Source: an optimization exercise on an open RTL-to-GDS flow (aim: small area and a short achievable clock period). Production flows keep margins and buffers that such runs may drop.
Where RTL was checked, it was by simulation tests only, not by an equivalence proof against the original.
Only the layout flow was run in runs 2 and 3; the RTL was not checked for function there.
Power is estimated from default activity; no workload was simulated.

## flow/config.mk

```make
export PLATFORM = sky130hd
export DESIGN_NAME = fir_gen
export DESIGN_NICKNAME = fir_gen
export VERILOG_FILES = /design/flow/design.v
export SDC_FILE = /design/flow/constraint.sdc
export NUM_CORES = 4
export LEC_CHECK = 0
export CAP_MARGIN = 20
export CORE_MARGIN = 2
export CORE_UTILIZATION = 40
export SETUP_SLACK_MARGIN = 2.5
export SLEW_MARGIN = 20
export SYNTH_HIERARCHICAL = 1
export SYNTH_MINIMUM_KEEP_SIZE = 0
```

## flow/constraint.sdc

```tcl
create_clock -name core_clock -period 5.5 [get_ports {clk}]
set_input_delay 1.1000 -clock core_clock [delete_from_list [all_inputs] [get_ports {clk}]]
set_output_delay 1.1000 -clock core_clock [all_outputs]
set_load 0.01 [all_outputs]
```

## flow/design.v

```verilog
module fir_gen (input clk, input reset, input Load_x,
    input signed [7:0] x_in, input signed [7:0] c_in, output signed [7:0] y_out);
reg [7:0] c0, c1, c2;
reg [3:0] xo, xt, xn;
reg [15:0] a2r0;
reg [15:0] a2r1;
reg [16:0] a1r0;
reg [16:0] a1r1;
reg [2:0] yq;
reg [7:0] yg;
reg [7:0] yp;
wire [8:0] xe = {x_in, 1'b0};
wire [3:0] bo, bt, bn;
genvar gi;
generate for (gi = 0; gi < 4; gi = gi + 1) begin : rec
  assign bo[gi] = xe[2*gi+1] ^ xe[2*gi];
  assign bt[gi] = (xe[2*gi+2] & ~xe[2*gi+1] & ~xe[2*gi]) | (~xe[2*gi+2] & xe[2*gi+1] & xe[2*gi]);
  assign bn[gi] = xe[2*gi+2];
end endgenerate
wire [3:0] xon = Load_x ? bo : xo;
wire [3:0] xtn = Load_x ? bt : xt;
wire [3:0] xnn = Load_x ? bn : xn;
wire p1;
wire p2;
wire p3;
wire p4;
wire p5;
wire p6;
wire p7;
wire p8;
wire p9;
wire p10;
wire p11;
wire p12;
wire p13;
wire p14;
wire p15;
wire p16;
wire p17;
wire p18;
wire p19;
wire p20;
wire p21;
wire p22;
wire p23;
wire p24;
wire p25;
wire p26;
wire p27;
wire p28;
wire p29;
wire p30;
wire p31;
wire p32;
wire p33;
wire p34;
wire p35;
wire p36;
wire s37;
wire c38;
wire s39;
wire c40;
wire s41;
wire c42;
wire s43;
wire c44;
wire s45;
wire c46;
wire s47;
wire c48;
wire s49;
wire c50;
wire s51;
wire c52;
wire s53;
wire c54;
wire s55;
wire c56;
wire s57;
wire c58;
wire s59;
wire c60;
wire s61;
wire c62;
wire s63;
wire c64;
wire s65;
wire c66;
wire s67;
wire c68;
wire s69;
wire c70;
wire s71;
wire c72;
wire s73;
wire c74;
wire s75;
wire c76;
wire s77;
wire c78;
wire s79;
wire c80;
wire p81;
wire p82;
wire p83;
wire p84;
wire p85;
wire p86;
wire p87;
wire p88;
wire p89;
wire p90;
wire p91;
wire p92;
wire p93;
wire p94;
wire p95;
wire p96;
wire p97;
wire p98;
wire p99;
wire p100;
wire p101;
wire p102;
wire p103;
wire p104;
wire p105;
wire p106;
wire p107;
wire p108;
wire p109;
wire p110;
wire p111;
wire p112;
wire p113;
wire p114;
wire p115;
wire p116;
wire s117;
wire c118;
wire s119;
wire c120;
wire s121;
wire c122;
wire s123;
wire c124;
wire s125;
wire c126;
wire s127;
wire c128;
wire s129;
wire c130;
wire s131;
wire c132;
wire s133;
wire c134;
wire s135;
wire c136;
wire s137;
wire c138;
wire s139;
wire c140;
wire s141;
wire c142;
wire s143;
wire c144;
wire s145;
wire c146;
wire s147;
wire c148;
wire s149;
wire c150;
wire s151;
wire c152;
wire s153;
wire c154;
wire s155;
wire c156;
wire s157;
wire c158;
wire s159;
wire c160;
wire s161;
wire c162;
wire s163;
wire c164;
wire s165;
wire c166;
wire s167;
wire c168;
wire s169;
wire c170;
wire s171;
wire c172;
wire s173;
wire c174;
wire s175;
wire c176;
wire s177;
wire c178;
wire s179;
wire c180;
wire s181;
wire c182;
wire s183;
wire c184;
wire s185;
wire c186;
wire s187;
wire c188;
wire s189;
wire c190;
wire s191;
wire c192;
wire s193;
wire c194;
wire s195;
wire c196;
wire s197;
wire c198;
wire p199;
wire p200;
wire p201;
wire p202;
wire p203;
wire p204;
wire p205;
wire p206;
wire p207;
wire p208;
wire p209;
wire p210;
wire p211;
wire p212;
wire p213;
wire p214;
wire p215;
wire p216;
wire p217;
wire p218;
wire p219;
wire p220;
wire p221;
wire p222;
wire p223;
wire p224;
wire p225;
wire p226;
wire p227;
wire p228;
wire p229;
wire p230;
wire p231;
wire p232;
wire p233;
wire p234;
wire s235;
wire c236;
wire s237;
wire c238;
wire s239;
wire c240;
wire s241;
wire c242;
wire s243;
wire c244;
wire s245;
wire c246;
wire s247;
wire c248;
wire s249;
wire c250;
wire s251;
wire c252;
wire s253;
wire c254;
wire s255;
wire c256;
wire s257;
wire c258;
wire s259;
wire c260;
wire s261;
wire c262;
wire s263;
wire c264;
wire s265;
wire c266;
wire s267;
wire c268;
wire s269;
wire c270;
wire s271;
wire c272;
wire s273;
wire c274;
wire s275;
wire c276;
wire s277;
wire c278;
wire s279;
wire c280;
wire s281;
wire c282;
wire s283;
wire c284;
wire s285;
wire c286;
wire s287;
wire c288;
wire s289;
wire c290;
wire s291;
wire c292;
wire s293;
wire c294;
wire s295;
wire c296;
wire s297;
wire c298;
wire s299;
wire c300;
wire s301;
wire c302;
wire s303;
wire c304;
wire s305;
wire c306;
wire s307;
wire c308;
wire s309;
wire c310;
wire s311;
wire c312;
wire s313;
wire c314;
wire s315;
wire c316;
wire s317;
wire c318;
wire s319;
wire c320;
wire s321;
wire c322;
wire s323;
wire c324;
wire s325;
wire c326;
wire s327;
wire c328;
wire s329;
wire c330;
wire s331;
wire c332;
wire s333;
wire c334;
wire s335;
wire c336;
wire s337;
wire c338;
wire g339;
wire o340;
wire g341;
wire g342;
wire o343;
wire g344;
wire g345;
wire o346;
wire g347;
wire g348;
wire o349;
wire g350;
wire g351;
wire o352;
wire g353;
wire g354;
wire o355;
wire g356;
wire g357;
wire o358;
wire g359;
wire g360;
wire o361;
wire g362;
wire g363;
wire o364;
wire g365;
wire g366;
wire o367;
wire g368;
wire g369;
wire o370;
wire g371;
wire g372;
wire o373;
wire g374;
wire g375;
wire o376;
wire g377;
wire s378;
wire c379;
wire s380;
wire c381;
wire s382;
wire c383;
wire s384;
wire c385;
wire s386;
wire c387;
wire s388;
wire c389;
wire s390;
wire c391;
wire n392;
wire g393;
wire o394;
wire g395;
wire g396;
wire o397;
wire g398;
wire g399;
wire o400;
wire g401;
wire g402;
wire o403;
wire g404;
wire g405;
wire o406;
wire g407;
wire g408;
wire o409;
wire g410;
wire g411;
wire o412;
wire g413;
wire g414;
wire o415;
wire g416;
wire g417;
wire o418;
wire g419;
wire g420;
wire o421;
wire g422;
wire g423;
wire o424;
wire g425;
wire g426;
wire o427;
wire g428;
wire x429;
wire x430;
wire x431;
wire x432;
wire x433;
wire x434;
wire x435;
wire n436;
wire o437;
wire x438;
wire o439;
wire x440;
wire o441;
wire x442;
wire o443;
wire x444;
wire o445;
wire x446;
wire o447;
wire x448;
wire o449;
wire x450;
wire g451;
wire o452;
wire g453;
wire g454;
wire o455;
wire g456;
wire o457;
wire g458;
wire g459;
wire o460;
wire g461;
wire g462;
wire o463;
wire g464;
wire g465;
wire o466;
wire g467;
wire g468;
wire o469;
wire g470;
wire g471;
wire o472;
wire g473;
wire g474;
wire o475;
wire g476;
wire g477;
wire o478;
wire g479;
wire g480;
wire o481;
wire g482;
wire x483;
wire g484;
wire o485;
wire x486;
wire g487;
wire o488;
wire x489;
wire g490;
wire o491;
wire x492;
wire g493;
wire o494;
wire x495;
wire g496;
wire o497;
wire x498;
wire g499;
wire o500;
wire x501;
wire g502;
wire o503;
wire x504;
assign p1 = (xo[0] & c2[0]) ^ xn[0];
assign p2 = ((xo[0] & c2[1]) | (xt[0] & c2[0])) ^ xn[0];
assign p3 = ((xo[0] & c2[2]) | (xt[0] & c2[1])) ^ xn[0];
assign p4 = ((xo[0] & c2[3]) | (xt[0] & c2[2])) ^ xn[0];
assign p5 = ((xo[0] & c2[4]) | (xt[0] & c2[3])) ^ xn[0];
assign p6 = ((xo[0] & c2[5]) | (xt[0] & c2[4])) ^ xn[0];
assign p7 = ((xo[0] & c2[6]) | (xt[0] & c2[5])) ^ xn[0];
assign p8 = ((xo[0] & c2[7]) | (xt[0] & c2[6])) ^ xn[0];
assign p9 = ~(((xo[0] & c2[7]) | (xt[0] & c2[7])) ^ xn[0]);
assign p10 = (xo[1] & c2[0]) ^ xn[1];
assign p11 = ((xo[1] & c2[1]) | (xt[1] & c2[0])) ^ xn[1];
assign p12 = ((xo[1] & c2[2]) | (xt[1] & c2[1])) ^ xn[1];
assign p13 = ((xo[1] & c2[3]) | (xt[1] & c2[2])) ^ xn[1];
assign p14 = ((xo[1] & c2[4]) | (xt[1] & c2[3])) ^ xn[1];
assign p15 = ((xo[1] & c2[5]) | (xt[1] & c2[4])) ^ xn[1];
assign p16 = ((xo[1] & c2[6]) | (xt[1] & c2[5])) ^ xn[1];
assign p17 = ((xo[1] & c2[7]) | (xt[1] & c2[6])) ^ xn[1];
assign p18 = ~(((xo[1] & c2[7]) | (xt[1] & c2[7])) ^ xn[1]);
assign p19 = (xo[2] & c2[0]) ^ xn[2];
assign p20 = ((xo[2] & c2[1]) | (xt[2] & c2[0])) ^ xn[2];
assign p21 = ((xo[2] & c2[2]) | (xt[2] & c2[1])) ^ xn[2];
assign p22 = ((xo[2] & c2[3]) | (xt[2] & c2[2])) ^ xn[2];
assign p23 = ((xo[2] & c2[4]) | (xt[2] & c2[3])) ^ xn[2];
assign p24 = ((xo[2] & c2[5]) | (xt[2] & c2[4])) ^ xn[2];
assign p25 = ((xo[2] & c2[6]) | (xt[2] & c2[5])) ^ xn[2];
assign p26 = ((xo[2] & c2[7]) | (xt[2] & c2[6])) ^ xn[2];
assign p27 = ~(((xo[2] & c2[7]) | (xt[2] & c2[7])) ^ xn[2]);
assign p28 = (xo[3] & c2[0]) ^ xn[3];
assign p29 = ((xo[3] & c2[1]) | (xt[3] & c2[0])) ^ xn[3];
assign p30 = ((xo[3] & c2[2]) | (xt[3] & c2[1])) ^ xn[3];
assign p31 = ((xo[3] & c2[3]) | (xt[3] & c2[2])) ^ xn[3];
assign p32 = ((xo[3] & c2[4]) | (xt[3] & c2[3])) ^ xn[3];
assign p33 = ((xo[3] & c2[5]) | (xt[3] & c2[4])) ^ xn[3];
assign p34 = ((xo[3] & c2[6]) | (xt[3] & c2[5])) ^ xn[3];
assign p35 = ((xo[3] & c2[7]) | (xt[3] & c2[6])) ^ xn[3];
assign p36 = ~(((xo[3] & c2[7]) | (xt[3] & c2[7])) ^ xn[3]);
fa_cell us37 (.a(xn[1]), .b(p3), .c(p10), .s(s37), .co(c38));
fa_cell us39 (.a(xn[2]), .b(p5), .c(p12), .s(s39), .co(c40));
fa_cell us41 (.a(p6), .b(p13), .c(p20), .s(s41), .co(c42));
fa_cell us43 (.a(xn[3]), .b(p7), .c(p14), .s(s43), .co(c44));
fa_cell us45 (.a(p8), .b(p15), .c(p22), .s(s45), .co(c46));
assign s47 = ~(p9 ^ p16);
assign c48 = p9 | p16;
fa_cell us49 (.a(p17), .b(p24), .c(p31), .s(s49), .co(c50));
fa_cell us51 (.a(p18), .b(p25), .c(p32), .s(s51), .co(c52));
fa_cell us53 (.a(p4), .b(p11), .c(c38), .s(s53), .co(c54));
fa_cell us55 (.a(p21), .b(p28), .c(c42), .s(s55), .co(c56));
fa_cell us57 (.a(p29), .b(c44), .c(s45), .s(s57), .co(c58));
fa_cell us59 (.a(p23), .b(p30), .c(s47), .s(s59), .co(c60));
fa_cell us61 (.a(p26), .b(p33), .c(c52), .s(s61), .co(c62));
fa_cell us63 (.a(xn[0]), .b(p1), .c(xnn[0]), .s(s63), .co(c64));
fa_cell us65 (.a(p19), .b(s39), .c(xnn[2]), .s(s65), .co(c66));
fa_cell us67 (.a(s43), .b(xnn[3]), .c(s55), .s(s67), .co(c68));
fa_cell us69 (.a(c46), .b(s59), .c(c58), .s(s69), .co(c70));
fa_cell us71 (.a(c48), .b(s49), .c(c60), .s(s71), .co(c72));
fa_cell us73 (.a(p27), .b(p34), .c(c62), .s(s73), .co(c74));
fa_cell us75 (.a(c40), .b(s41), .c(c66), .s(s75), .co(c76));
fa_cell us77 (.a(c56), .b(s57), .c(c68), .s(s77), .co(c78));
fa_cell us79 (.a(c50), .b(s51), .c(c72), .s(s79), .co(c80));
assign p81 = (xo[0] & c1[0]) ^ xn[0];
assign p82 = ((xo[0] & c1[1]) | (xt[0] & c1[0])) ^ xn[0];
assign p83 = ((xo[0] & c1[2]) | (xt[0] & c1[1])) ^ xn[0];
assign p84 = ((xo[0] & c1[3]) | (xt[0] & c1[2])) ^ xn[0];
assign p85 = ((xo[0] & c1[4]) | (xt[0] & c1[3])) ^ xn[0];
assign p86 = ((xo[0] & c1[5]) | (xt[0] & c1[4])) ^ xn[0];
assign p87 = ((xo[0] & c1[6]) | (xt[0] & c1[5])) ^ xn[0];
assign p88 = ((xo[0] & c1[7]) | (xt[0] & c1[6])) ^ xn[0];
assign p89 = ~(((xo[0] & c1[7]) | (xt[0] & c1[7])) ^ xn[0]);
assign p90 = (xo[1] & c1[0]) ^ xn[1];
assign p91 = ((xo[1] & c1[1]) | (xt[1] & c1[0])) ^ xn[1];
assign p92 = ((xo[1] & c1[2]) | (xt[1] & c1[1])) ^ xn[1];
assign p93 = ((xo[1] & c1[3]) | (xt[1] & c1[2])) ^ xn[1];
assign p94 = ((xo[1] & c1[4]) | (xt[1] & c1[3])) ^ xn[1];
assign p95 = ((xo[1] & c1[5]) | (xt[1] & c1[4])) ^ xn[1];
assign p96 = ((xo[1] & c1[6]) | (xt[1] & c1[5])) ^ xn[1];
assign p97 = ((xo[1] & c1[7]) | (xt[1] & c1[6])) ^ xn[1];
assign p98 = ~(((xo[1] & c1[7]) | (xt[1] & c1[7])) ^ xn[1]);
assign p99 = (xo[2] & c1[0]) ^ xn[2];
assign p100 = ((xo[2] & c1[1]) | (xt[2] & c1[0])) ^ xn[2];
assign p101 = ((xo[2] & c1[2]) | (xt[2] & c1[1])) ^ xn[2];
assign p102 = ((xo[2] & c1[3]) | (xt[2] & c1[2])) ^ xn[2];
assign p103 = ((xo[2] & c1[4]) | (xt[2] & c1[3])) ^ xn[2];
assign p104 = ((xo[2] & c1[5]) | (xt[2] & c1[4])) ^ xn[2];
assign p105 = ((xo[2] & c1[6]) | (xt[2] & c1[5])) ^ xn[2];
assign p106 = ((xo[2] & c1[7]) | (xt[2] & c1[6])) ^ xn[2];
assign p107 = ~(((xo[2] & c1[7]) | (xt[2] & c1[7])) ^ xn[2]);
assign p108 = (xo[3] & c1[0]) ^ xn[3];
assign p109 = ((xo[3] & c1[1]) | (xt[3] & c1[0])) ^ xn[3];
assign p110 = ((xo[3] & c1[2]) | (xt[3] & c1[1])) ^ xn[3];
assign p111 = ((xo[3] & c1[3]) | (xt[3] & c1[2])) ^ xn[3];
assign p112 = ((xo[3] & c1[4]) | (xt[3] & c1[3])) ^ xn[3];
assign p113 = ((xo[3] & c1[5]) | (xt[3] & c1[4])) ^ xn[3];
assign p114 = ((xo[3] & c1[6]) | (xt[3] & c1[5])) ^ xn[3];
assign p115 = ((xo[3] & c1[7]) | (xt[3] & c1[6])) ^ xn[3];
assign p116 = ~(((xo[3] & c1[7]) | (xt[3] & c1[7])) ^ xn[3]);
ha_cell us117 (.a(a2r0[6]), .b(a2r1[6]), .s(s117), .co(c118));
ha_cell us119 (.a(a2r0[2]), .b(a2r1[2]), .s(s119), .co(c120));
fa_cell us121 (.a(a2r0[4]), .b(a2r1[4]), .c(p85), .s(s121), .co(c122));
ha_cell us123 (.a(a2r0[5]), .b(p86), .s(s123), .co(c124));
fa_cell us125 (.a(s117), .b(p87), .c(p94), .s(s125), .co(c126));
ha_cell us127 (.a(p101), .b(p108), .s(s127), .co(c128));
fa_cell us129 (.a(a2r0[7]), .b(c118), .c(p88), .s(s129), .co(c130));
fa_cell us131 (.a(p95), .b(p102), .c(p109), .s(s131), .co(c132));
fa_cell us133 (.a(a2r0[8]), .b(a2r1[8]), .c(p89), .s(s133), .co(c134));
fa_cell us135 (.a(p96), .b(p103), .c(p110), .s(s135), .co(c136));
fa_cell us137 (.a(a2r0[9]), .b(a2r1[9]), .c(p97), .s(s137), .co(c138));
ha_cell us139 (.a(p104), .b(p111), .s(s139), .co(c140));
fa_cell us141 (.a(a2r0[10]), .b(p98), .c(p105), .s(s141), .co(c142));
ha_cell us143 (.a(a2r0[11]), .b(a2r1[11]), .s(s143), .co(c144));
ha_cell us145 (.a(s119), .b(p83), .s(s145), .co(c146));
fa_cell us147 (.a(a2r0[3]), .b(c120), .c(p84), .s(s147), .co(c148));
fa_cell us149 (.a(p92), .b(p99), .c(s121), .s(s149), .co(c150));
fa_cell us151 (.a(p93), .b(p100), .c(s123), .s(s151), .co(c152));
fa_cell us153 (.a(c124), .b(s127), .c(s125), .s(s153), .co(c154));
fa_cell us155 (.a(c128), .b(c126), .c(s129), .s(s155), .co(c156));
fa_cell us157 (.a(c130), .b(c132), .c(s133), .s(s157), .co(c158));
fa_cell us159 (.a(s139), .b(c134), .c(c136), .s(s159), .co(c160));
fa_cell us161 (.a(p112), .b(c140), .c(c138), .s(s161), .co(c162));
fa_cell us163 (.a(s143), .b(p106), .c(p113), .s(s163), .co(c164));
fa_cell us165 (.a(a2r0[12]), .b(c144), .c(p107), .s(s165), .co(c166));
ha_cell us167 (.a(a2r0[13]), .b(a2r1[13]), .s(s167), .co(c168));
ha_cell us169 (.a(a2r0[0]), .b(p81), .s(s169), .co(c170));
fa_cell us171 (.a(a2r0[1]), .b(a2r1[1]), .c(p82), .s(s171), .co(c172));
fa_cell us173 (.a(p90), .b(s145), .c(xnn[1]), .s(s173), .co(c174));
fa_cell us175 (.a(p91), .b(c146), .c(s147), .s(s175), .co(c176));
fa_cell us177 (.a(c148), .b(xnn[2]), .c(s149), .s(s177), .co(c178));
fa_cell us179 (.a(c122), .b(s151), .c(c150), .s(s179), .co(c180));
fa_cell us181 (.a(xnn[3]), .b(c152), .c(s153), .s(s181), .co(c182));
fa_cell us183 (.a(s131), .b(c154), .c(s155), .s(s183), .co(c184));
fa_cell us185 (.a(s135), .b(c156), .c(s157), .s(s185), .co(c186));
fa_cell us187 (.a(s137), .b(c158), .c(s159), .s(s187), .co(c188));
fa_cell us189 (.a(s141), .b(c160), .c(s161), .s(s189), .co(c190));
fa_cell us191 (.a(c142), .b(s163), .c(c162), .s(s191), .co(c192));
fa_cell us193 (.a(p114), .b(c164), .c(s165), .s(s193), .co(c194));
fa_cell us195 (.a(s167), .b(p115), .c(c166), .s(s195), .co(c196));
fa_cell us197 (.a(a2r0[14]), .b(c168), .c(p116), .s(s197), .co(c198));
assign p199 = (xo[0] & c0[0]) ^ xn[0];
assign p200 = ((xo[0] & c0[1]) | (xt[0] & c0[0])) ^ xn[0];
assign p201 = ((xo[0] & c0[2]) | (xt[0] & c0[1])) ^ xn[0];
assign p202 = ((xo[0] & c0[3]) | (xt[0] & c0[2])) ^ xn[0];
assign p203 = ((xo[0] & c0[4]) | (xt[0] & c0[3])) ^ xn[0];
assign p204 = ((xo[0] & c0[5]) | (xt[0] & c0[4])) ^ xn[0];
assign p205 = ((xo[0] & c0[6]) | (xt[0] & c0[5])) ^ xn[0];
assign p206 = ((xo[0] & c0[7]) | (xt[0] & c0[6])) ^ xn[0];
assign p207 = ~(((xo[0] & c0[7]) | (xt[0] & c0[7])) ^ xn[0]);
assign p208 = (xo[1] & c0[0]) ^ xn[1];
assign p209 = ((xo[1] & c0[1]) | (xt[1] & c0[0])) ^ xn[1];
assign p210 = ((xo[1] & c0[2]) | (xt[1] & c0[1])) ^ xn[1];
assign p211 = ((xo[1] & c0[3]) | (xt[1] & c0[2])) ^ xn[1];
assign p212 = ((xo[1] & c0[4]) | (xt[1] & c0[3])) ^ xn[1];
assign p213 = ((xo[1] & c0[5]) | (xt[1] & c0[4])) ^ xn[1];
assign p214 = ((xo[1] & c0[6]) | (xt[1] & c0[5])) ^ xn[1];
assign p215 = ((xo[1] & c0[7]) | (xt[1] & c0[6])) ^ xn[1];
assign p216 = ~(((xo[1] & c0[7]) | (xt[1] & c0[7])) ^ xn[1]);
assign p217 = (xo[2] & c0[0]) ^ xn[2];
assign p218 = ((xo[2] & c0[1]) | (xt[2] & c0[0])) ^ xn[2];
assign p219 = ((xo[2] & c0[2]) | (xt[2] & c0[1])) ^ xn[2];
assign p220 = ((xo[2] & c0[3]) | (xt[2] & c0[2])) ^ xn[2];
assign p221 = ((xo[2] & c0[4]) | (xt[2] & c0[3])) ^ xn[2];
assign p222 = ((xo[2] & c0[5]) | (xt[2] & c0[4])) ^ xn[2];
assign p223 = ((xo[2] & c0[6]) | (xt[2] & c0[5])) ^ xn[2];
assign p224 = ((xo[2] & c0[7]) | (xt[2] & c0[6])) ^ xn[2];
assign p225 = ~(((xo[2] & c0[7]) | (xt[2] & c0[7])) ^ xn[2]);
assign p226 = (xo[3] & c0[0]) ^ xn[3];
assign p227 = ((xo[3] & c0[1]) | (xt[3] & c0[0])) ^ xn[3];
assign p228 = ((xo[3] & c0[2]) | (xt[3] & c0[1])) ^ xn[3];
assign p229 = ((xo[3] & c0[3]) | (xt[3] & c0[2])) ^ xn[3];
assign p230 = ((xo[3] & c0[4]) | (xt[3] & c0[3])) ^ xn[3];
assign p231 = ((xo[3] & c0[5]) | (xt[3] & c0[4])) ^ xn[3];
assign p232 = ((xo[3] & c0[6]) | (xt[3] & c0[5])) ^ xn[3];
assign p233 = ((xo[3] & c0[7]) | (xt[3] & c0[6])) ^ xn[3];
assign p234 = ~(((xo[3] & c0[7]) | (xt[3] & c0[7])) ^ xn[3]);
ha_cell us235 (.a(a1r0[4]), .b(a1r1[4]), .s(s235), .co(c236));
fa_cell us237 (.a(a1r0[5]), .b(a1r1[5]), .c(p204), .s(s237), .co(c238));
fa_cell us239 (.a(a1r0[6]), .b(a1r1[6]), .c(p205), .s(s239), .co(c240));
ha_cell us241 (.a(p212), .b(p219), .s(s241), .co(c242));
fa_cell us243 (.a(a1r0[7]), .b(a1r1[7]), .c(p206), .s(s243), .co(c244));
fa_cell us245 (.a(p213), .b(p220), .c(p227), .s(s245), .co(c246));
fa_cell us247 (.a(a1r0[8]), .b(a1r1[8]), .c(p207), .s(s247), .co(c248));
fa_cell us249 (.a(p214), .b(p221), .c(p228), .s(s249), .co(c250));
fa_cell us251 (.a(a1r0[9]), .b(a1r1[9]), .c(p215), .s(s251), .co(c252));
ha_cell us253 (.a(p222), .b(p229), .s(s253), .co(c254));
fa_cell us255 (.a(a1r0[10]), .b(a1r1[10]), .c(p216), .s(s255), .co(c256));
ha_cell us257 (.a(p223), .b(p230), .s(s257), .co(c258));
fa_cell us259 (.a(a1r0[11]), .b(a1r1[11]), .c(p224), .s(s259), .co(c260));
ha_cell us261 (.a(a1r0[12]), .b(a1r1[12]), .s(s261), .co(c262));
ha_cell us263 (.a(a1r0[2]), .b(a1r1[2]), .s(s263), .co(c264));
fa_cell us265 (.a(a1r0[3]), .b(a1r1[3]), .c(p202), .s(s265), .co(c266));
fa_cell us267 (.a(s235), .b(p203), .c(p210), .s(s267), .co(c268));
fa_cell us269 (.a(c236), .b(p211), .c(p218), .s(s269), .co(c270));
fa_cell us271 (.a(p226), .b(s241), .c(c238), .s(s271), .co(c272));
fa_cell us273 (.a(c242), .b(c240), .c(s243), .s(s273), .co(c274));
fa_cell us275 (.a(c244), .b(c246), .c(s247), .s(s275), .co(c276));
fa_cell us277 (.a(s253), .b(c248), .c(c250), .s(s277), .co(c278));
fa_cell us279 (.a(c254), .b(s257), .c(c252), .s(s279), .co(c280));
fa_cell us281 (.a(p231), .b(c258), .c(c256), .s(s281), .co(c282));
fa_cell us283 (.a(s261), .b(p225), .c(p232), .s(s283), .co(c284));
fa_cell us285 (.a(a1r0[13]), .b(a1r1[13]), .c(c262), .s(s285), .co(c286));
ha_cell us287 (.a(a1r0[14]), .b(a1r1[14]), .s(s287), .co(c288));
ha_cell us289 (.a(a1r0[0]), .b(a1r1[0]), .s(s289), .co(c290));
fa_cell us291 (.a(a1r0[1]), .b(a1r1[1]), .c(p200), .s(s291), .co(c292));
fa_cell us293 (.a(s263), .b(p201), .c(p208), .s(s293), .co(c294));
fa_cell us295 (.a(c264), .b(p209), .c(s265), .s(s295), .co(c296));
fa_cell us297 (.a(p217), .b(c266), .c(s267), .s(s297), .co(c298));
fa_cell us299 (.a(c268), .b(s237), .c(s269), .s(s299), .co(c300));
fa_cell us301 (.a(c270), .b(s239), .c(s271), .s(s301), .co(c302));
fa_cell us303 (.a(s245), .b(c272), .c(s273), .s(s303), .co(c304));
fa_cell us305 (.a(s249), .b(c274), .c(s275), .s(s305), .co(c306));
fa_cell us307 (.a(s251), .b(c276), .c(s277), .s(s307), .co(c308));
fa_cell us309 (.a(s255), .b(c278), .c(s279), .s(s309), .co(c310));
fa_cell us311 (.a(s259), .b(c280), .c(s281), .s(s311), .co(c312));
fa_cell us313 (.a(c260), .b(s283), .c(c282), .s(s313), .co(c314));
fa_cell us315 (.a(p233), .b(s285), .c(c284), .s(s315), .co(c316));
fa_cell us317 (.a(s287), .b(p234), .c(c286), .s(s317), .co(c318));
ha_cell us319 (.a(a1r0[15]), .b(c288), .s(s319), .co(c320));
ha_cell us321 (.a(p199), .b(s289), .s(s321), .co(c322));
ha_cell us323 (.a(c290), .b(s291), .s(s323), .co(c324));
ha_cell us325 (.a(c292), .b(s293), .s(s325), .co(c326));
ha_cell us327 (.a(c294), .b(s295), .s(s327), .co(c328));
ha_cell us329 (.a(c296), .b(s297), .s(s329), .co(c330));
ha_cell us331 (.a(c298), .b(s299), .s(s331), .co(c332));
ha_cell us333 (.a(c300), .b(s301), .s(s333), .co(c334));
ha_cell us335 (.a(c302), .b(s303), .s(s335), .co(c336));
ha_cell us337 (.a(c304), .b(s305), .s(s337), .co(c338));
assign g339 = s323 & c322;
assign o340 = c324 | g339;
assign g341 = s323 & s321;
assign g342 = s327 & c326;
assign o343 = c328 | g342;
assign g344 = s327 & s325;
assign g345 = s331 & c330;
assign o346 = c332 | g345;
assign g347 = s331 & s329;
assign g348 = s335 & c334;
assign o349 = c336 | g348;
assign g350 = s335 & s333;
assign g351 = s325 & o340;
assign o352 = c326 | g351;
assign g353 = s325 & g341;
assign g354 = g344 & o340;
assign o355 = o343 | g354;
assign g356 = g344 & g341;
assign g357 = s333 & o346;
assign o358 = c334 | g357;
assign g359 = s333 & g347;
assign g360 = g350 & o346;
assign o361 = o349 | g360;
assign g362 = g350 & g347;
assign g363 = s329 & o355;
assign o364 = c330 | g363;
assign g365 = s329 & g356;
assign g366 = g347 & o355;
assign o367 = o346 | g366;
assign g368 = g347 & g356;
assign g369 = g359 & o355;
assign o370 = o358 | g369;
assign g371 = g359 & g356;
assign g372 = g362 & o355;
assign o373 = o361 | g372;
assign g374 = g362 & g356;
assign g375 = s337 & o373;
assign o376 = c338 | g375;
assign g377 = s337 & g374;
ha_cell us378 (.a(c306), .b(s307), .s(s378), .co(c379));
ha_cell us380 (.a(c308), .b(s309), .s(s380), .co(c381));
ha_cell us382 (.a(c310), .b(s311), .s(s382), .co(c383));
ha_cell us384 (.a(c312), .b(s313), .s(s384), .co(c385));
ha_cell us386 (.a(c314), .b(s315), .s(s386), .co(c387));
ha_cell us388 (.a(c316), .b(s317), .s(s388), .co(c389));
ha_cell us390 (.a(c318), .b(s319), .s(s390), .co(c391));
assign n392 = ~c320;
assign g393 = s380 & c379;
assign o394 = c381 | g393;
assign g395 = s380 & s378;
assign g396 = s384 & c383;
assign o397 = c385 | g396;
assign g398 = s384 & s382;
assign g399 = s388 & c387;
assign o400 = c389 | g399;
assign g401 = s388 & s386;
assign g402 = n392 & c391;
assign o403 = c320 | g402;
assign g404 = n392 & s390;
assign g405 = s382 & o394;
assign o406 = c383 | g405;
assign g407 = s382 & g395;
assign g408 = g398 & o394;
assign o409 = o397 | g408;
assign g410 = g398 & g395;
assign g411 = s390 & o400;
assign o412 = c391 | g411;
assign g413 = s390 & g401;
assign g414 = g404 & o400;
assign o415 = o403 | g414;
assign g416 = g404 & g401;
assign g417 = s386 & o409;
assign o418 = c387 | g417;
assign g419 = s386 & g410;
assign g420 = g401 & o409;
assign o421 = o400 | g420;
assign g422 = g401 & g410;
assign g423 = g413 & o409;
assign o424 = o412 | g423;
assign g425 = g413 & g410;
assign g426 = g416 & o409;
assign o427 = o415 | g426;
assign g428 = g416 & g410;
assign x429 = s380 ^ c379;
assign x430 = s382 ^ o394;
assign x431 = s384 ^ o406;
assign x432 = s386 ^ o409;
assign x433 = s388 ^ o418;
assign x434 = s390 ^ o421;
assign x435 = n392 ^ o424;
assign n436 = ~s378;
assign o437 = c379 | s378;
assign x438 = s380 ^ o437;
assign o439 = o394 | g395;
assign x440 = s382 ^ o439;
assign o441 = o406 | g407;
assign x442 = s384 ^ o441;
assign o443 = o409 | g410;
assign x444 = s386 ^ o443;
assign o445 = o418 | g419;
assign x446 = s388 ^ o445;
assign o447 = o421 | g422;
assign x448 = s390 ^ o447;
assign o449 = o424 | g425;
assign x450 = n392 ^ o449;
assign g451 = s337 & c336;
assign o452 = c338 | g451;
assign g453 = s337 & s335;
assign g454 = yq[2] & yq[0];
assign o455 = yq[1] | g454;
assign g456 = yp[1] & yg[0];
assign o457 = yg[1] | g456;
assign g458 = yp[1] & yp[0];
assign g459 = yp[3] & yg[2];
assign o460 = yg[3] | g459;
assign g461 = yp[3] & yp[2];
assign g462 = yp[5] & yg[4];
assign o463 = yg[5] | g462;
assign g464 = yp[5] & yp[4];
assign g465 = yp[2] & o457;
assign o466 = yg[2] | g465;
assign g467 = yp[2] & g458;
assign g468 = g461 & o457;
assign o469 = o460 | g468;
assign g470 = g461 & g458;
assign g471 = yp[6] & o463;
assign o472 = yg[6] | g471;
assign g473 = yp[6] & g464;
assign g474 = yp[4] & o469;
assign o475 = yg[4] | g474;
assign g476 = yp[4] & g470;
assign g477 = g464 & o469;
assign o478 = o463 | g477;
assign g479 = g464 & g470;
assign g480 = g473 & o469;
assign o481 = o472 | g480;
assign g482 = g473 & g470;
assign x483 = yp[0] ^ o455;
assign g484 = yp[0] & o455;
assign o485 = yg[0] | g484;
assign x486 = yp[1] ^ o485;
assign g487 = g458 & o455;
assign o488 = o457 | g487;
assign x489 = yp[2] ^ o488;
assign g490 = g467 & o455;
assign o491 = o466 | g490;
assign x492 = yp[3] ^ o491;
assign g493 = g470 & o455;
assign o494 = o469 | g493;
assign x495 = yp[4] ^ o494;
assign g496 = g476 & o455;
assign o497 = o475 | g496;
assign x498 = yp[5] ^ o497;
assign g499 = g479 & o455;
assign o500 = o478 | g499;
assign x501 = yp[6] ^ o500;
assign g502 = g482 & o455;
assign o503 = o481 | g502;
assign x504 = yp[7] ^ o503;
always @(posedge clk or posedge reset)
  if (reset) begin
    xo <= 4'd0; xt <= 4'd0; xn <= 4'd0; c0 <= 8'd0; c1 <= 8'd0; c2 <= 8'd0;
    a2r0 <= 16'd22016; a2r1 <= 16'd0; a1r0 <= 17'd43776; a1r1 <= 17'd0; yq <= 3'd0; yg <= 8'd0; yp <= 8'd0;
  end else begin
    xo <= xon; xt <= xtn; xn <= xnn;
    if (!Load_x) begin c2 <= c_in; c1 <= c2; c0 <= c1; end
    a2r0 <= {1'b0,p36,p35,s73,c80,s79,s71,c78,s77,c76,s75,c54,s53,s37,p2,s63};
    a2r1 <= {1'b0,1'b0,c74,1'b0,s61,1'b0,c70,s69,1'b0,s67,1'b0,s65,1'b0,xnn[1],c64,1'b0};
    a1r0 <= {1'b0,c198,c196,c194,c192,c190,c188,c186,c184,c182,c180,c178,c176,c174,c172,c170,xnn[0]};
    a1r1 <= {1'b0,1'b0,s197,s195,s193,s191,s189,s187,s185,s183,s181,s179,s177,s175,s173,s171,s169};
    yq <= {g453,o452,o370};
    yg <= {1'b0,c391,c389,c387,c385,c383,c381,c379};
    yp <= {n392,s390,s388,s386,s384,s382,s380,s378};
  end
assign y_out = {x504,x501,x498,x495,x492,x489,x486,x483};
endmodule
module fa_cell (input a, input b, input c, output s, output co);
assign {co, s} = a + b + c;
endmodule
module ha_cell (input a, input b, output s, output co);
assign {co, s} = a + b;
endmodule
```

## flow/flow/run.sh

```bash
#!/bin/bash
# Own layout flow: the standard flow (standard.sh), with two changes after synthesis:
#  - the input and output port buffers are buf_1 cells (buffer_ports -buffer_cell)
#  - clock tree synthesis without dummy loads, clkbuf_4/8 below the root buffer
# Each step's full output goes to its own log file in this folder.
set -euo pipefail
bash standard.sh synth > synth.log 2>&1
export BUFFER_PORTS_ARGS="-buffer_cell sky130_fd_sc_hd__buf_1"
export CTS_ARGS="-sink_clustering_enable -repair_clock_nets -dont_use_dummy_load -root_buf sky130_fd_sc_hd__clkbuf_16 -buf_list {sky130_fd_sc_hd__clkbuf_4 sky130_fd_sc_hd__clkbuf_8}"
bash standard.sh floorplan > floorplan.log 2>&1
bash standard.sh place > place.log 2>&1
bash standard.sh cts > cts.log 2>&1
bash standard.sh route > route.log 2>&1
bash standard.sh finish > finish.log 2>&1
test -f out/final.def
```

## flow/standard.sh

```bash
#!/bin/bash
# synth_recipe.tcl (not shown) runs the flow's synth.tcl, then flattens the netlist and writes it again
# the make line also repeats each setting of config.mk as NAME=value (left out here)
make -C /OpenROAD-flow-scripts/flow DESIGN_CONFIG=/design/flow/config.mk WORK_HOME=/design/flow/orfs CLKGATE_MAP_FILE= SYNTH_SCRIPT=/design/flow/synth_recipe.tcl "${@:-finish}"
```

==> results of run 1 <==
-- modules after synthesis, one instance, submodules excluded --
module | flip-flops and latches | cells | area (um^2)
ha_cell | 0 | 1 | 12.51
fir_gen | 106 | 501 | 5443
fa_cell | 0 | 1 | 20.02
-- per-layer routing --
layer  up-vias  share of wire (%)
met2        97                 50
li1       2072                  -
met5         -                  0
met3        21                3.4
met4         0                1.7
met1      2463                 44
-- registers in the layout, summed over array words and instances (netlist names) --
register  cells
yp            8
c0            8
a1r0         15
a2r1          7
a2r0         15
yq            3
xn            4
c2            8
xo            4
xt            4
c1            8
a1r1         15
yg            7
-- area by class of cell --
cell class                      instances  area (um^2)  area share (%)
Sequential cell                       106         2693           32.93
Clock buffer                            9        225.2           2.754
Inverter                                8        33.78          0.4131
Multi-Input combinational cell        438         4664           57.04
Timing Repair Buffer                   46        269.0           3.289
Tap cell                              234        292.8           3.580
-- power by group --
part | internal, uW | leakage [uW] | total [uW] | switching (uW)
sequential | 1170 | 0.00123 | 1450 | 281
combinational | 1480 | 0.00192 | 2960 | 1480
clock | 289 | 0.000111 | 545 | 256
total | 2940 | 0.00326 | 4950 | 2010
-- repair_timing --
item	in CTS	in global routing
setup endpoints to repair	29	9
resized for setup	19	12
buffers inserted	2	9
pin swaps	3	5
cloned	0	0
-- worst max path at each step --
stage | to | slack (ps)
detailed placement | yq[2]$_DFF_PP0_ | 2090
global placement | a2r0[7]$_DFF_PP0_ | 2150
floorplan | a2r0[7]$_DFF_PP0_ | 2500
CTS | yq[2]$_DFF_PP0_ | 2500
global route | yq[2]$_DFF_PP0_ | 2500
finish | yq[2]$_DFF_PP0_ | 2550
-- layout by cell type, fill, tap and decap left out, types with 2 or more instances in the layout --
cell type / instances
xnor2_1: 104
dfrtp_1: 88
fa_1: 87
a22oi_1: 83
ha_1: 36
mux2_2: 29
buf_1: 23
nand2_1: 19
buf_4: 16
nor2_1: 15
o21ai_0: 14
a21oi_1: 14
xor2_1: 11
dfstp_2: 9
clkbuf_16: 9
inv_1: 7
dfrtp_4: 7
a21o_1: 4
nor3_1: 4
buf_6: 4
a311oi_1: 2
or4_4: 2
buf_2: 2
dfrtp_2: 2
-- worst max-delay path, delay by kind of cell, from the launching register on --
| kind | cells | cell delay [ps] |
|---|---|---|
| AO/OA/AOI/OAI | 1 | 260 |
| XOR/XNOR | 1 | 120 |
| adder cells (fa/ha/maj) | 4 | 1670 |
| flip-flops | 1 | 630 |
| AND/OR/NAND/NOR | 1 | 160 |
-- stage by stage --
step	util (%)	setup WS, ps	std cells	hold WS (ps)
detailed placement	41.49	2091	821	472.3
floorplan	-	2502	622	455.7
global placement	41.49	2153	821	465.6
CTS	43.06	2496	832	486.6
global route	43.72	2499	841	508.9
finish	43.72	2553	841	483.4
-- cell families (layout without fill, tap and decap cells) --
logic type,Yosys count,count (layout),synth area share [%]
fa+ha+maj,123,123,28.81
simple gates,46,46,2.598
flops,106,106,35.01
xor+xnor,115,115,13.24
compound gates,125,125,11.58
mux,29,29,4.291
buf+inv,78,63,4.489
==> flow_summary.toml, run 1 <==
[global_routing]
grt_max_degree = 62
grt_usage_pct = 16.42
grt_pass1_vias = 5058
met2_usage_pct = 27.72
use_met3_pct = 2.725
gr-total-overflow = 0
busiest_layer = "met2"
grt_pass1_wl_um = 25870
antenna_found_initial = 0
use_met1_pct = 21.09

[critical_path]
regToRegSetupSlack_ps = 2550
critical_path_arrival_ps = 3190
startpoint = "xt[2]$_DFFE_PP0P_"
start_kind = "register"
slowest_delay_ps = 630
crit_path_end_kind = "register"
crit_path_max_fanout = 25
worst-r2r-cell-count = 7
cp_common_cell = "fa_1"
cp.required_ps = 5740
path_class = "reg -> reg"
r2r_start = "xt[2]$_DFFE_PP0P_"
path_cells = "a22oi_1, xnor2_1, fa_1, fa_1, fa_1, ha_1, and2_1"
slowest_stage = "dfrtp_4"
reg2reg_to = "yq[2]$_DFF_PP0_"

[floorplan]
initial_core_util_pct = 40.68
dieArea_mm2 = 0.02014
ios = 27
rows = 50
die_w_um = 141.9
coreArea_mm2 = 0.01871
dieHeight_um = 141.9

[drt]
drt-total-wl_um = 15770
initialDrtViolationCount = 185
dr.pass1.iters = 4
viasPerCell = 5.533
drc_errors = 0
num_vias = 4653
final_antenna_net_count = 0
routedWlPerCell_um = 18.75

[clock_network]
cts.clk_slew.worst_paths_ps = 60
clk_latency_ps = 350
cts.sinks = 106
cts_buffers = 9
cts.hold.buffers_added = 0
clock-root-buffer = "clkbuf_16"
htree_levels = 3
cts_buffer_depth = 2
cts_tree = "yes"

[timing]
fmax_mhz = 339.4
maxSlewHeadroom_pct = 48.25
rsz0062_at_grt = "yes"
setup_viol = 0
fin_crit_sh_pct = 53.57
fin_crit_ps = 2947
hold_viol = 0
tightest_slew_ps = 776.3
skew_ps = 11.70
slew_violations = 0
fin_setup_tns_ps = 0

[power_and_ir_drop]
vdd_drop_max_mv = 0.2100
finalPower_uw = 4954
p_leak_uw = 0.003262
power_density_mw_per_mm2 = 605.8

[finish]
n_antenna_cell = 0
nets = 751
finish.instance_area_mm2 = 0.008178
syn_to_final_growth_pct = 7.465
drive_gt1_share_pct = 14.83
n_fill_cell = 1673

[placement]
portBuffers = 26
gp_congestion = 0.8214
dp_hpwl_um = 10820
placed_area_mm2 = 0.007761

[synth]
synth_cells = 622
synth-seq-cells = 106
ys_top_cells_by_area = "dfrtp_1 (32%), fa_1 (23%), xnor2_1 (12%), a22oi_1 (8.3%), ha_1 (5.9%)"
syn_nets = 764
seq_area_frac_synth_pct = 35.00
synth_most_common_cell = "xnor2_1"
synth_area_leader_cell = "dfrtp_1"
synth_top_area_share_pct = 31.90
synthDistinctLibCells = 33
synthTopCellsByCount = "xnor2_1 (104), dfrtp_1 (97), fa_1 (87)"
synth_edf_count = 0
synth_area_mm2 = 0.007610
yosysWarnings = 7
avgSynthCellArea_um2 = 12.23
synthFlopType = "dfrtp_1"
ys_async_sr_fraction_pct = 100.0

[job]
drv_cap = 0

[status]
run_status = "timing/DRC/antenna clean"

[hold_path]
min_from = "a2r0[0]$_DFF_PP0_"
holdPathStages = 1
whs_endpoint = "a1r1[0]$_DFF_PP0_"
hp-class = "reg -> reg"
==> run 2, diff against run 1 <==
--- a/flow/design.v
+++ b/flow/design.v
@@ -478,4 +478,4 @@
 wire g456;
-wire o457;
-wire g458;
+wire g457;
+wire o458;
 wire g459;
@@ -504,5 +504,5 @@
 wire g482;
-wire x483;
-wire g484;
-wire o485;
+wire g483;
+wire o484;
+wire g485;
 wire x486;
@@ -526,2 +526,5 @@
 wire x504;
+wire g505;
+wire o506;
+wire x507;
 assign p1 = (xo[0] & c2[0]) ^ xn[0];
@@ -855,56 +858,59 @@
 assign x450 = n392 ^ o449;
-assign g451 = s337 & c336;
-assign o452 = c338 | g451;
-assign g453 = s337 & s335;
-assign g454 = yq[2] & yq[0];
-assign o455 = yq[1] | g454;
-assign g456 = yp[1] & yg[0];
-assign o457 = yg[1] | g456;
-assign g458 = yp[1] & yp[0];
-assign g459 = yp[3] & yg[2];
-assign o460 = yg[3] | g459;
-assign g461 = yp[3] & yp[2];
-assign g462 = yp[5] & yg[4];
-assign o463 = yg[5] | g462;
-assign g464 = yp[5] & yp[4];
-assign g465 = yp[2] & o457;
-assign o466 = yg[2] | g465;
-assign g467 = yp[2] & g458;
-assign g468 = g461 & o457;
-assign o469 = o460 | g468;
-assign g470 = g461 & g458;
-assign g471 = yp[6] & o463;
-assign o472 = yg[6] | g471;
-assign g473 = yp[6] & g464;
-assign g474 = yp[4] & o469;
-assign o475 = yg[4] | g474;
-assign g476 = yp[4] & g470;
-assign g477 = g464 & o469;
-assign o478 = o463 | g477;
-assign g479 = g464 & g470;
-assign g480 = g473 & o469;
-assign o481 = o472 | g480;
-assign g482 = g473 & g470;
-assign x483 = yp[0] ^ o455;
-assign g484 = yp[0] & o455;
-assign o485 = yg[0] | g484;
-assign x486 = yp[1] ^ o485;
-assign g487 = g458 & o455;
-assign o488 = o457 | g487;
-assign x489 = yp[2] ^ o488;
-assign g490 = g467 & o455;
-assign o491 = o466 | g490;
-assign x492 = yp[3] ^ o491;
-assign g493 = g470 & o455;
+assign g451 = s335 & c334;
+assign o452 = c336 | g451;
+assign g453 = s335 & s333;
+assign g454 = s337 & o452;
+assign o455 = c338 | g454;
+assign g456 = s337 & g453;
+assign g457 = yq[2] & yq[0];
+assign o458 = yq[1] | g457;
+assign g459 = yp[1] & yg[0];
+assign o460 = yg[1] | g459;
+assign g461 = yp[1] & yp[0];
+assign g462 = yp[3] & yg[2];
+assign o463 = yg[3] | g462;
+assign g464 = yp[3] & yp[2];
+assign g465 = yp[5] & yg[4];
+assign o466 = yg[5] | g465;
+assign g467 = yp[5] & yp[4];
+assign g468 = yp[2] & o460;
+assign o469 = yg[2] | g468;
+assign g470 = yp[2] & g461;
+assign g471 = g464 & o460;
+assign o472 = o463 | g471;
+assign g473 = g464 & g461;
+assign g474 = yp[6] & o466;
+assign o475 = yg[6] | g474;
+assign g476 = yp[6] & g467;
+assign g477 = yp[4] & o472;
+assign o478 = yg[4] | g477;
+assign g479 = yp[4] & g473;
+assign g480 = g467 & o472;
+assign o481 = o466 | g480;
+assign g482 = g467 & g473;
+assign g483 = g476 & o472;
+assign o484 = o475 | g483;
+assign g485 = g476 & g473;
+assign x486 = yp[0] ^ o458;
+assign g487 = yp[0] & o458;
+assign o488 = yg[0] | g487;
+assign x489 = yp[1] ^ o488;
+assign g490 = g461 & o458;
+assign o491 = o460 | g490;
+assign x492 = yp[2] ^ o491;
+assign g493 = g470 & o458;
 assign o494 = o469 | g493;
-assign x495 = yp[4] ^ o494;
-assign g496 = g476 & o455;
-assign o497 = o475 | g496;
-assign x498 = yp[5] ^ o497;
-assign g499 = g479 & o455;
+assign x495 = yp[3] ^ o494;
+assign g496 = g473 & o458;
+assign o497 = o472 | g496;
+assign x498 = yp[4] ^ o497;
+assign g499 = g479 & o458;
 assign o500 = o478 | g499;
-assign x501 = yp[6] ^ o500;
-assign g502 = g482 & o455;
+assign x501 = yp[5] ^ o500;
+assign g502 = g482 & o458;
 assign o503 = o481 | g502;
-assign x504 = yp[7] ^ o503;
+assign x504 = yp[6] ^ o503;
+assign g505 = g485 & o458;
+assign o506 = o484 | g505;
+assign x507 = yp[7] ^ o506;
 always @(posedge clk or posedge reset)
@@ -920,3 +926,3 @@
     a1r1 <= {1'b0,1'b0,s197,s195,s193,s191,s189,s187,s185,s183,s181,s179,s177,s175,s173,s171,s169};
-    yq <= {g453,o452,o370};
+    yq <= {g456,o455,o367};
     yg <= {1'b0,c391,c389,c387,c385,c383,c381,c379};
@@ -924,3 +930,3 @@
   end
-assign y_out = {x504,x501,x498,x495,x492,x489,x486,x483};
+assign y_out = {x507,x504,x501,x498,x495,x492,x489,x486};
 endmodule
==> flow/flow/run.sh (replaced) <==
#!/bin/bash
# Own layout flow: the standard flow (standard.sh), with two changes after synthesis:
#  - the input and output port buffers are buf_1 cells (buffer_ports -buffer_cell)
#  - clock tree synthesis without dummy loads
# Each step's full output goes to its own log file in this folder.
set -euo pipefail
bash standard.sh synth > synth.log 2>&1
export BUFFER_PORTS_ARGS="-buffer_cell sky130_fd_sc_hd__buf_1"
export CTS_ARGS="-sink_clustering_enable -repair_clock_nets -dont_use_dummy_load"
bash standard.sh floorplan > floorplan.log 2>&1
bash standard.sh place > place.log 2>&1
bash standard.sh cts > cts.log 2>&1
bash standard.sh route > route.log 2>&1
bash standard.sh finish > finish.log 2>&1
test -f out/final.def
--- a/flow/config.mk
+++ b/flow/config.mk
@@ -9,3 +9,3 @@
 export CORE_MARGIN = 2
-export CORE_UTILIZATION = 40
+export CORE_UTILIZATION = 50
 export SETUP_SLACK_MARGIN = 2.5
==> run 2 against run 1 <==
  * Sequential power about the same
  * Worst hold slack better by 26 ps
  * Routed wire length increased by 3.3%
  * Critical path depth is 1 higher
  * Sequential share of layout area fell by 0.35 points
  * Largest cell class unchanged
==> flow_summary.toml, run 2 <==
[timing]
maxSlewHeadroom_pct = 37.50
hold_viol = 0
fmax_mhz = 328.8
slew_violations = 0
fin_crit_ps = 3042
fin_crit_sh_pct = 55.30
tightest_slew_ps = 937.5
setup_viol = 0
rsz0062_at_grt = "yes"
fin_hold_ws_ps = 509.9
skew_ps = 12.14
fin_setup_tns_ps = 0

[clock_network]
cts_buffers = 9
cts.hold.buffers_added = 0
cts_tree = "yes"
clk_latency_ps = 360
cts.sinks = 106
htree_levels = 3
cts_buffer_depth = 2
cts.clk_slew.worst_paths_ps = 70
clock-root-buffer = "clkbuf_16"

[drt]
drt-total-wl_um = 16290
drc_errors = 0
final_antenna_net_count = 0
viasPerCell = 5.797
initialDrtViolationCount = 250
dr.pass1.iters = 5
num_vias = 4684
routedWlPerCell_um = 20.16

[global_routing]
grt_pass1_wl_um = 26630
gr-total-overflow = 0
grt_max_degree = 78
antenna_found_initial = 0
grt_pass1_vias = 5115
grt_usage_pct = 21.18

[synth]
syn_nets = 763
synthTopCellsByCount = "xnor2_1 (104), dfrtp_1 (97), fa_1 (87)"
synthFlopType = "dfrtp_1"
synth_cells = 621
ys_top_cells_by_area = "dfrtp_1 (32%), fa_1 (23%), xnor2_1 (12%), a22oi_1 (8.3%), ha_1 (5.9%)"
synth-seq-cells = 106
synthDistinctLibCells = 31
synth_most_common_cell = "xnor2_1"
synth_top_area_share_pct = 31.92
synth_area_leader_cell = "dfrtp_1"
ys_async_sr_fraction_pct = 100.0
synth_area_mm2 = 0.007605
yosysWarnings = 7
seq_area_frac_synth_pct = 35.03
synth_edf_count = 0
avgSynthCellArea_um2 = 12.25

[finish]
top_regs = "a1r0 x15, a1r1 x15, a2r0 x15"
final_common_cell = "xnor2_1"
multi_input_area_mm2 = 0.004673
syn_to_final_growth_pct = 8.539
n_antenna_cell = 0
final_cell_mix = "xnor2_1 (103), dfrtp_1 (87), fa_1 (85)"
drive_gt1_share_pct = 17.10
register_area_mm2 = 0.002689
nets = 764
layout.core_utilization_pct = 54.91
n_fill_cell = 1258

[critical_path]
start_kind = "register"
path_class = "reg -> reg"
crit_path_end_kind = "register"
crit_path_max_fanout = 14
critical_path_arrival_ps = 3290
cp.required_ps = 5750

[floorplan]
ios = 27
dieArea_mm2 = 0.01621
rows = 45
initial_core_util_pct = 50.59
die_w_um = 127.3
coreArea_mm2 = 0.01503
dieHeight_um = 127.3

[status]
run_status = "timing/DRC/antenna clean"

[placement]
gp_congestion = 0.8204
portBuffers = 26
dp_hpwl_um = 10870

[hold_path]
hp-class = "reg -> reg"

[power_and_ir_drop]
p_leak_uw = 0.003353
power_density_mw_per_mm2 = 612.7
vdd_drop_max_mv = 0.2223
finalPower_uw = 5057

[job]
drv_cap = 0
[run 2: changes by cell type after synthesis]
cell       before  now
and2_1          1    0
o21ai_0        14   15
and3_1          0    1
a2bb2oi_1       1    0
buf_1           5    7
clkbuf_1       42   40
a21oi_1        15   14
nor3_1          5    4
a21o_1          4    6
or2_2           1    0
[run 2: per-module statistics from Yosys, one instance, submodules excluded]
module,flops+latches,copies in the design,cell area (um^2)
fa_cell,0,87,20.02
ha_cell,0,34,12.51
fir_gen,106,1,5438
[run 2: per-stage QoR]
stage / instances / cell area (um^2) / worst slack, ps
6_report: 808 / 8254 / 2458
3_3_place_gp: 776 / 7719 / 2108
4_1_cts: 793 / 8059 / 2455
3_5_place_dp: 776 / 7719 / 2021
2_1_floorplan: 621 / 7630 / 2492
5_1_grt: 808 / 8254 / 2379
[run 2: path summary, 6_finish.rpt]
check	startpoint	end	slack [ps]	cells after the start
worst max-delay path	xt[0]$_DFFE_PP0P_	yq[1]$_DFF_PP0_	2460	8
worst min-delay path	a2r0[0]$_DFF_PP0_	a1r1[0]$_DFF_PP0_	510	1
worst max register to register	xt[0]$_DFFE_PP0P_	yq[1]$_DFF_PP0_	2460	8
worst min register to register	a2r0[0]$_DFF_PP0_	a1r1[0]$_DFF_PP0_	510	1
max in group asynchronous	reset	a1r0[9]$_DFF_PP1_	3570	4
min in group asynchronous	reset	c1[7]$_DFFE_PP0N_	820	2
[run 2: cell type report]
cell class / instances / area share, %
inverters: 8 / 0.4093
multi-input cells: 437 / 56.62
clock buffers: 9 / 2.729
well taps: 188 / 2.850
repair buffers: 60 / 4.820
flip-flops and latches: 106 / 32.58
[run 2: timing repair]
action                     in CTS  in global routing
setup endpoints to repair      14                  7
resized for setup              19                 14
setup buffers                   8                 14
pin swaps                       3                 10
[run 2: critical path: stages (launching register included)]
cell,delay [ps]
dfrtp_4,570
a22oi_2,220
xnor2_2,140
fa_2,460
fa_1,460
fa_1,540
ha_4,210
a21o_1,150
a21o_1,170
[run 2: kinds of logic (layout without fill, tap and decap cells)]
kind of cell             Yosys count  count (layout)  share of synthesized area (%)
AO/OA/AOI/OAI                    126             126                          11.67
flip-flops                       106             106                          35.03
AND/OR/NAND/NOR                   44              44                          2.451
adder cells (fa/ha/maj)          123             123                          28.83
multiplexers                      29              29                          4.294
buffers and inverters             78              77                          4.492
XOR/XNOR                         115             115                          13.24
[run 2: power by group]
part	switching (uW)	leakage (uW)	total [uW]	internal (uW)
logic	1540	0.00201	3060	1520
registers	267	0.00123	1440	1170
clock network	273	0.000111	563	290
[run 2: per-layer routing]
layer,GRT usage (%),share of wire (%),vias up
met5,0,0,-
li1,-,-,2099
met4,8.920,1.6,0
met1,29.28,44,2463
met3,2.471,4.6,20
met2,34.35,50,102
==> run 3, diff against run 2 <==
--- a/flow/design.v
+++ b/flow/design.v
@@ -481,7 +481,7 @@
 wire g459;
-wire o460;
-wire g461;
+wire g460;
+wire o461;
 wire g462;
-wire o463;
-wire g464;
+wire g463;
+wire o464;
 wire g465;
@@ -507,8 +507,8 @@
 wire g485;
-wire x486;
-wire g487;
-wire o488;
-wire x489;
-wire g490;
-wire o491;
+wire g486;
+wire o487;
+wire g488;
+wire g489;
+wire o490;
+wire g491;
 wire x492;
@@ -529,2 +529,8 @@
 wire x507;
+wire g508;
+wire o509;
+wire x510;
+wire g511;
+wire o512;
+wire x513;
 assign p1 = (xo[0] & c2[0]) ^ xn[0];
@@ -858,59 +864,65 @@
 assign x450 = n392 ^ o449;
-assign g451 = s335 & c334;
-assign o452 = c336 | g451;
-assign g453 = s335 & s333;
-assign g454 = s337 & o452;
+assign g451 = s333 & c332;
+assign o452 = c334 | g451;
+assign g453 = s333 & s331;
+assign g454 = s337 & c336;
 assign o455 = c338 | g454;
-assign g456 = s337 & g453;
-assign g457 = yq[2] & yq[0];
-assign o458 = yq[1] | g457;
-assign g459 = yp[1] & yg[0];
-assign o460 = yg[1] | g459;
-assign g461 = yp[1] & yp[0];
-assign g462 = yp[3] & yg[2];
-assign o463 = yg[3] | g462;
-assign g464 = yp[3] & yp[2];
-assign g465 = yp[5] & yg[4];
-assign o466 = yg[5] | g465;
-assign g467 = yp[5] & yp[4];
-assign g468 = yp[2] & o460;
-assign o469 = yg[2] | g468;
-assign g470 = yp[2] & g461;
-assign g471 = g464 & o460;
-assign o472 = o463 | g471;
-assign g473 = g464 & g461;
-assign g474 = yp[6] & o466;
-assign o475 = yg[6] | g474;
-assign g476 = yp[6] & g467;
-assign g477 = yp[4] & o472;
-assign o478 = yg[4] | g477;
-assign g479 = yp[4] & g473;
-assign g480 = g467 & o472;
-assign o481 = o466 | g480;
-assign g482 = g467 & g473;
-assign g483 = g476 & o472;
-assign o484 = o475 | g483;
-assign g485 = g476 & g473;
-assign x486 = yp[0] ^ o458;
-assign g487 = yp[0] & o458;
-assign o488 = yg[0] | g487;
-assign x489 = yp[1] ^ o488;
-assign g490 = g461 & o458;
-assign o491 = o460 | g490;
-assign x492 = yp[2] ^ o491;
-assign g493 = g470 & o458;
-assign o494 = o469 | g493;
-assign x495 = yp[3] ^ o494;
-assign g496 = g473 & o458;
-assign o497 = o472 | g496;
-assign x498 = yp[4] ^ o497;
-assign g499 = g479 & o458;
-assign o500 = o478 | g499;
-assign x501 = yp[5] ^ o500;
-assign g502 = g482 & o458;
-assign o503 = o481 | g502;
-assign x504 = yp[6] ^ o503;
-assign g505 = g485 & o458;
+assign g456 = s337 & s335;
+assign g457 = s335 & o452;
+assign o458 = c336 | g457;
+assign g459 = s335 & g453;
+assign g460 = g456 & o452;
+assign o461 = o455 | g460;
+assign g462 = g456 & g453;
+assign g463 = yq[2] & yq[0];
+assign o464 = yq[1] | g463;
+assign g465 = yp[1] & yg[0];
+assign o466 = yg[1] | g465;
+assign g467 = yp[1] & yp[0];
+assign g468 = yp[3] & yg[2];
+assign o469 = yg[3] | g468;
+assign g470 = yp[3] & yp[2];
+assign g471 = yp[5] & yg[4];
+assign o472 = yg[5] | g471;
+assign g473 = yp[5] & yp[4];
+assign g474 = yp[2] & o466;
+assign o475 = yg[2] | g474;
+assign g476 = yp[2] & g467;
+assign g477 = g470 & o466;
+assign o478 = o469 | g477;
+assign g479 = g470 & g467;
+assign g480 = yp[6] & o472;
+assign o481 = yg[6] | g480;
+assign g482 = yp[6] & g473;
+assign g483 = yp[4] & o478;
+assign o484 = yg[4] | g483;
+assign g485 = yp[4] & g479;
+assign g486 = g473 & o478;
+assign o487 = o472 | g486;
+assign g488 = g473 & g479;
+assign g489 = g482 & o478;
+assign o490 = o481 | g489;
+assign g491 = g482 & g479;
+assign x492 = yp[0] ^ o464;
+assign g493 = yp[0] & o464;
+assign o494 = yg[0] | g493;
+assign x495 = yp[1] ^ o494;
+assign g496 = g467 & o464;
+assign o497 = o466 | g496;
+assign x498 = yp[2] ^ o497;
+assign g499 = g476 & o464;
+assign o500 = o475 | g499;
+assign x501 = yp[3] ^ o500;
+assign g502 = g479 & o464;
+assign o503 = o478 | g502;
+assign x504 = yp[4] ^ o503;
+assign g505 = g485 & o464;
 assign o506 = o484 | g505;
-assign x507 = yp[7] ^ o506;
+assign x507 = yp[5] ^ o506;
+assign g508 = g488 & o464;
+assign o509 = o487 | g508;
+assign x510 = yp[6] ^ o509;
+assign g511 = g491 & o464;
+assign o512 = o490 | g511;
+assign x513 = yp[7] ^ o512;
 always @(posedge clk or posedge reset)
@@ -926,3 +938,3 @@
     a1r1 <= {1'b0,1'b0,s197,s195,s193,s191,s189,s187,s185,s183,s181,s179,s177,s175,s173,s171,s169};
-    yq <= {g456,o455,o367};
+    yq <= {g462,o461,o364};
     yg <= {1'b0,c391,c389,c387,c385,c383,c381,c379};
@@ -930,3 +942,3 @@
   end
-assign y_out = {x507,x504,x501,x498,x495,x492,x489,x486};
+assign y_out = {x513,x510,x507,x504,x501,x498,x495,x492};
 endmodule
==> run 3 against run 2 <==
  * Clock-buffer cell count did not move
  * Highest routed layer unchanged
  * Core utilization fell by 0.17 points
  * Still clean on timing, DRC and antenna
  * Critical path type unchanged
  * Non-clock buffer count fell by 9
  * Design area fell by 0.30%
  * Die area barely moved
  * Power fell by 3.1%
  * Fmax rose by 1.2%
  * Sequential share of layout area fell by 0.053 points
  * Synthesized area barely moved
  * Setup slack improved by 36 ps
  * Clock power fell by 2%
==> flow_summary.toml, run 3 <==
[status]
run_status = "timing/DRC/antenna clean"

[synth]
synthFlopType = "dfrtp_1"
synth_top_area_share_pct = 31.89
synth-seq-cells = 106
synth_edf_count = 0
synth_top_family_by_area = "adder cells"
yosysWarnings = 7
synth_area_mm2 = 0.007611
avgSynthCellArea_um2 = 12.26
synthTopCellsByCount = "xnor2_1 (104), dfrtp_1 (97), fa_1 (87)"
synth_fa_ha_area_share_pct = 28.80
synth-simple-area-share_pct = 2.597
synth_compound_area_share_pct = 11.59
yosys.area_share.xor_xnor_pct = 13.23
synth_cells = 621
ys_top_cells_by_area = "dfrtp_1 (32%), fa_1 (23%), xnor2_1 (12%), a22oi_1 (8.3%), ha_1 (5.9%)"
synth_most_common_cell = "xnor2_1"
synth_area_leader_cell = "dfrtp_1"
synth_mux_area_share_pct = 4.291
ys_async_sr_fraction_pct = 100.0
seq_area_frac_synth_pct = 35.00
synthDistinctLibCells = 32
syn_nets = 763

[placement]
portBuffers = 26
dp_hpwl_um = 10720
gp_congestion = 0.8147
dpl_worst_slack_ps = 2114

[floorplan]
coreArea_mm2 = 0.01503
rows = 45
ios = 27
dieArea_mm2 = 0.01622
dieHeight_um = 127.4
die_w_um = 127.4
initial_core_util_pct = 50.63

[power_and_ir_drop]
p_leak_uw = 0.003340
pwr-share-clk_pct = 11.2
switchingPower_uw = 1996
switching_share_pct = 40.75
vdd_drop_max_mv = 0.2234
finalPower_uw = 4898
p_int_uw = 2902
p_seq_share_pct = 29.0
share_comb_of_total_power_pct = 59.7
power_density_mw_per_mm2 = 595.2

[critical_path]
crit_path_end = "yq[1]$_DFF_PP0_"
start_kind = "register"
path_class = "reg -> reg"
crit_path_max_fanout = 9
cp.required_ps = 5730
crit_buf_inv = 0
slowest_delay_ps = 520
r2r_start = "c0[6]$_DFFE_PP0N_"
path_cells = "a22oi_2, xnor2_2, fa_1, fa_1, fa_1, ha_1, nor2b_1, o21ai_1, nand2b_1"
critical_path_arrival_ps = 3240
regToRegSetupSlack_ps = 2490
worst-r2r-cell-count = 9
slowest_stage = "fa_1"
path_delay_family = "adder cells"
reg2reg_to = "yq[1]$_DFF_PP0_"
crit_path_end_kind = "register"
cp.depth = 9
startpoint = "c0[6]$_DFFE_PP0N_"
cp_common_cell = "fa_1"

[clock_network]
cts_tree = "yes"
clk_latency_ps = 350
clock-root-buffer = "clkbuf_16"
cts_buffer_depth = 2
cts.clk_slew.worst_paths_ps = 60
cts_buffers = 9
htree_levels = 3
cts.sinks = 106

[drt]
routedWlPerCell_um = 19.97
initialDrtViolationCount = 230
viasPerCell = 5.746
drc_errors = 0
dr.pass1.iters = 4
final_antenna_net_count = 0
num_vias = 4591
drt-total-wl_um = 15960

[finish]
drive_gt1_share_pct = 15.71
top_regs = "a1r0 x15, a1r1 x15, a2r0 x15"
n_antenna_cell = 0
nets = 755
final_cell_mix = "xnor2_1 (102), dfrtp_1 (91), fa_1 (86)"
layout.core_utilization_pct = 54.74
final_common_cell = "xnor2_1"
n_fill_cell = 1280
syn_to_final_growth_pct = 8.121

[timing]
maxSlewHeadroom_pct = 38.57
rsz0062_at_grt = "yes"
fmax_mhz = 332.7
fin_crit_sh_pct = 54.65
fin_ws_ps = 2495
setup_viol = 0
slew_violations = 0
fin_crit_ps = 3005
skew_ps = 13.23
hold_viol = 0
tightest_slew_ps = 919.6
fin_setup_tns_ps = 0

[global_routing]
antenna_found_initial = 0
use_met1_pct = 29.81
grt_max_degree = 65
grt_usage_pct = 20.99
use_met3_pct = 3.559
grt_pass1_vias = 5011
met2_usage_pct = 34.19
grt_pass1_wl_um = 26570
gr-total-overflow = 0
busiest_layer = "met2"

[job]
drv_cap = 0

[hold_path]
min_from = "a2r0[0]$_DFF_PP0_"
hp-class = "reg -> reg"
-- run 3: worst min-delay path by stage --
stage,to,cells past startpoint
after floorplan,a1r1[0]$_DFF_PP0_,1
after global placement,a1r1[0]$_DFF_PP0_,1
after detailed placement,a1r1[0]$_DFF_PP0_,1
after CTS,a1r1[0]$_DFF_PP0_,1
after global routing,a1r0[1]$_DFF_PP0_,1
final,a1r1[0]$_DFF_PP0_,1
-- run 3: final cells by class --
cell class / instances / area [um^2] / share of cell area, %
clock buffers: 9 / 225.2 / 2.737
well taps: 188 / 235.2 / 2.858
repair buffers: 51 / 352.8 / 4.288
flip-flops and latches: 106 / 2676 / 32.52
multi-input cells: 437 / 4706 / 57.18
inverters: 8 / 33.78 / 0.4105
-- run 3: cell families (layout without fill, tap and decap cells) --
kind of cell / count (synthesis) / count (layout)
buf+inv: 78 / 68
xor+xnor: 115 / 115
mux: 29 / 29
simple gates: 45 / 45
fa+ha+maj: 123 / 123
flops: 106 / 106
compound gates: 125 / 125
-- run 3: per-module statistics from Yosys (local to each module, per instance) --
module | times used | cells | area, um^2 | flops+latches
fa_cell | 87 | 1 | 20.02 | 0
fir_gen | 1 | 500 | 5444 | 106
ha_cell | 34 | 1 | 12.51 | 0
-- run 3: routing by layer --
layer / share of wire [%] / wire length [um] / vias up
met5: 0 / 0 / -
met4: 0.90 / 144 / 0
met3: 3.5 / 556 / 12
met2: 49 / 7803 / 65
met1: 47 / 7453 / 2432
li1: - / - / 2082
-- run 3: repair_timing --
item / 4_1_cts / 5_1_grt
hold buffers: 0 / 0
pin swaps: 5 / 7
setup endpoints to repair: 14 / 8
resized for setup: 19 / 18
buffers inserted: 3 / 7
gates cloned: 1 / 0
-- run 3: power by group through the flow --
stage / clock [uW] / sequential (uW) / combinational [uW]
final: 551 / 1420 / 2930
after global placement: 0 / 1430 / 2760
after floorplan: 0 / 1300 / 2360
after global routing: 597 / 1460 / 3480
after detailed placement: 0 / 1430 / 2890
after CTS: 570 / 1430 / 2980
-- run 3: metrics by stage --
stage	area [um^2]	hold slack (ps)	cells
2_1_floorplan	7636	455.7	621
3_3_place_gp	7747	476.1	779
3_5_place_dp	7747	470.1	779
4_1_cts	8109	495.1	792
5_1_grt	8229	517.3	799
6_report	8229	489.1	799
-- run 3: worst reg2reg max path, cell delays in order (launching register included) --
cell and delay, ps:
dfrtp_1 500, a22oi_2 250, xnor2_2 140, fa_1 460
fa_1 520, fa_1 420, ha_1 290, nor2b_1 130
o21ai_1 120, nand2b_1 70

Re-timed with assumed drivers on the ports (clkbuf_16 on the clock, buf_2 on other inputs), run 3 has 2.495 ns of setup slack against 2.495 ns with ideal ports, and 2.375 ns once port delays also move by the mid clock arrival of 0.388 ns.
